Source: an optimization exercise on an open RTL-to-GDS flow (aim: small area). Production flows keep margins and buffers that such runs may drop.
The RTL was checked by simulation tests, not by an equivalence proof against the original design.
Power and IR drop assume default switching activity.

== alpha ==
## apb_spi_top
module apb_spi_top(
    input  wire        i_clk,
    input  wire        i_rst_n,
    input  wire        i_psel,
    input  wire        i_pwrite,
    input  wire        i_penable,
    input  wire [31:0] i_paddr,
    input  wire [31:0] i_pwdata,
    output wire [31:0] o_prdata,
    output wire        o_pready,
    output wire        o_pslverr,
    input  wire        i_MISO,
    output reg         o_MOSI,
    output reg         o_SCLK,
    output wire        o_SS0,
    output wire        o_SS1,
    output wire        o_SS2,
    output wire        o_SS3,
    output wire        o_int
);
Settings: LEC_CHECK=0, CAP_MARGIN=0, CORE_MARGIN=2, CORE_UTILIZATION=70, CTS_BUF_LIST=sky130_fd_sc_hd__clkbuf_4, CTS_CLUSTER_DIAMETER=40, CTS_CLUSTER_SIZE=10, PLACE_DENSITY=0.75, SLEW_MARGIN=0, SYNTH_HIERARCHICAL=1, SYNTH_MINIMUM_KEEP_SIZE=0; clock period 10.0 ns.
standard.sh (not shown) runs the stock make flow with config.mk's settings and CLKGATE_MAP_FILE= SYNTH_SCRIPT=/design/flow/synth_recipe.tcl, a recipe that flattens the netlist after the stock synthesis.
==> flow/flow/run.sh <==
#!/bin/bash
# Standard ORFS layout (the standard.sh) with three changes:
#  - port buffers use the smallest buffer cell instead of the resizer's pick
#  - after global placement, gates with timing slack are downsized
#    (flow/pre_resize.tcl) before the usual repair_design
#  - clock tree synthesis without dummy loads
set -euo pipefail
export BUFFER_PORTS_ARGS="-buffer_cell sky130_fd_sc_hd__buf_1"
export PRE_RESIZE_TCL="$PWD/flow/pre_resize.tcl"
export CTS_ARGS="-sink_clustering_enable -repair_clock_nets -dont_use_dummy_load -buf_list sky130_fd_sc_hd__clkbuf_4 -sink_clustering_size 10 -sink_clustering_max_diameter 40"
bash standard.sh > standard.log 2>&1
==> flow/flow/pre_resize.tcl <==
# Downsize gates off the critical paths before repair_design runs (resize.tcl
# calls repair_design right after this hook, fixing any slew or cap left over).
estimate_parasitics -placement
set_dont_use $::env(DONT_USE_CELLS)
repair_timing -recover_power 100 -verbose
The flow did not stop early for alpha: all stages ran, and the layout cleared the timing, DRC and antenna checks.
For epsilon, these inputs were changed with respect to alpha:
- PLACE_DENSITY: 0.75 -> 0.85
## What came out
- epsilon vs. alpha: final period utilization lower, power roughly the same, multi-input gate area in the final layout roughly the same.


Setup of run 3:
apb_spi_top, a different RTL version from the one above (not shown whole).
For scale: ~1500 cells after synthesis, ~110 I/O pins, ~21000 µm² of cells after synthesis.
==> flow/config.mk <==
export PLATFORM = sky130hd
export DESIGN_NAME = apb_spi_top
export DESIGN_NICKNAME = apb_spi_top
export VERILOG_FILES = /design/flow/design.v
export SDC_FILE = /design/flow/constraint.sdc
export NUM_CORES = 4
export LEC_CHECK = 0
export CAP_MARGIN = 0
export CORE_MARGIN = 2
export CORE_UTILIZATION = 70
export CTS_BUF_LIST = sky130_fd_sc_hd__clkbuf_4
export CTS_CLUSTER_DIAMETER = 40
export CTS_CLUSTER_SIZE = 10
export PLACE_DENSITY = 0.85
export SLEW_MARGIN = 0
export SYNTH_HIERARCHICAL = 1
export SYNTH_MINIMUM_KEEP_SIZE = 0
==> flow/constraint.sdc <==
create_clock -name core_clock -period 10.0 [get_ports {i_clk}]
set_input_delay 2.0000 -clock core_clock [delete_from_list [all_inputs] [get_ports {i_clk}]]
set_output_delay 2.0000 -clock core_clock [all_outputs]
set_load 0.01 [all_outputs]
==> flow/flow/run.sh <==
#!/bin/bash
# Standard ORFS layout (the standard.sh) with two changes:
#  - port buffers use the smallest buffer cell instead of the resizer's pick
#  - clock tree synthesis without dummy loads
set -euo pipefail
export BUFFER_PORTS_ARGS="-buffer_cell sky130_fd_sc_hd__buf_1"
export CTS_ARGS="-sink_clustering_enable -repair_clock_nets -dont_use_dummy_load -buf_list sky130_fd_sc_hd__clkbuf_4 -sink_clustering_size 10 -sink_clustering_max_diameter 40"
bash standard.sh > standard.log 2>&1
For run 4, these inputs were changed with respect to run 3:
diff --git a/flow/flow/run.sh b/flow/flow/run.sh
--- a/flow/flow/run.sh
+++ b/flow/flow/run.sh
@@ -7 +7 @@
-export CTS_ARGS="-sink_clustering_enable -repair_clock_nets -dont_use_dummy_load -buf_list sky130_fd_sc_hd__clkbuf_4 -sink_clustering_size 10 -sink_clustering_max_diameter 40"
+export CTS_ARGS="-sink_clustering_enable -repair_clock_nets -dont_use_dummy_load -buf_list sky130_fd_sc_hd__clkbuf_8 -sink_clustering_size 20 -sink_clustering_max_diameter 40"
## What came out
- Going from run 3 to run 4, proportion of power drawn by flip-flops and latches -2.2 points; reported net switching power -0.42%.
- When run 4 is measured against run 3, its via count turns out 0.67% lower.

## afterwards: timing with drivers on the ports
No port has a modelled driver above. Below, the same layouts with a new extraction and two added sets of constraints. Step 1 (the two cells are an assumption about what drives the block):
set clk [get_ports {i_clk}]
set_driving_cell -lib_cell sky130_fd_sc_hd__clkbuf_16 $clk
set_driving_cell -lib_cell sky130_fd_sc_hd__buf_2 [delete_from_list [all_inputs] $clk]
Step 2 moves the port delays by t, midway between the first and last clock arrival at a register: inputs arrive t later, outputs are due t later. That takes back most of the time a late clock gives input paths. Three values: no drivers, after step 1, after step 2; two values: the first two.
run | shift t [ns] | setup WS [ns] | slew at the worst register clock pin (ns)
alpha | 0.700 | 3.383 / 3.361 / 3.361 | 0.11 / 0.11
epsilon | 0.721 | 3.428 / 3.406 / 3.406 | 0.11 / 0.11
run 3 | 0.761 | 3.407 / 3.376 / 3.376 | 0.11 / 0.11
run 4 | 0.629 | 3.399 / 3.368 / 3.368 | 0.11 / 0.11
After both steps setup and hold are still met in every run listed.
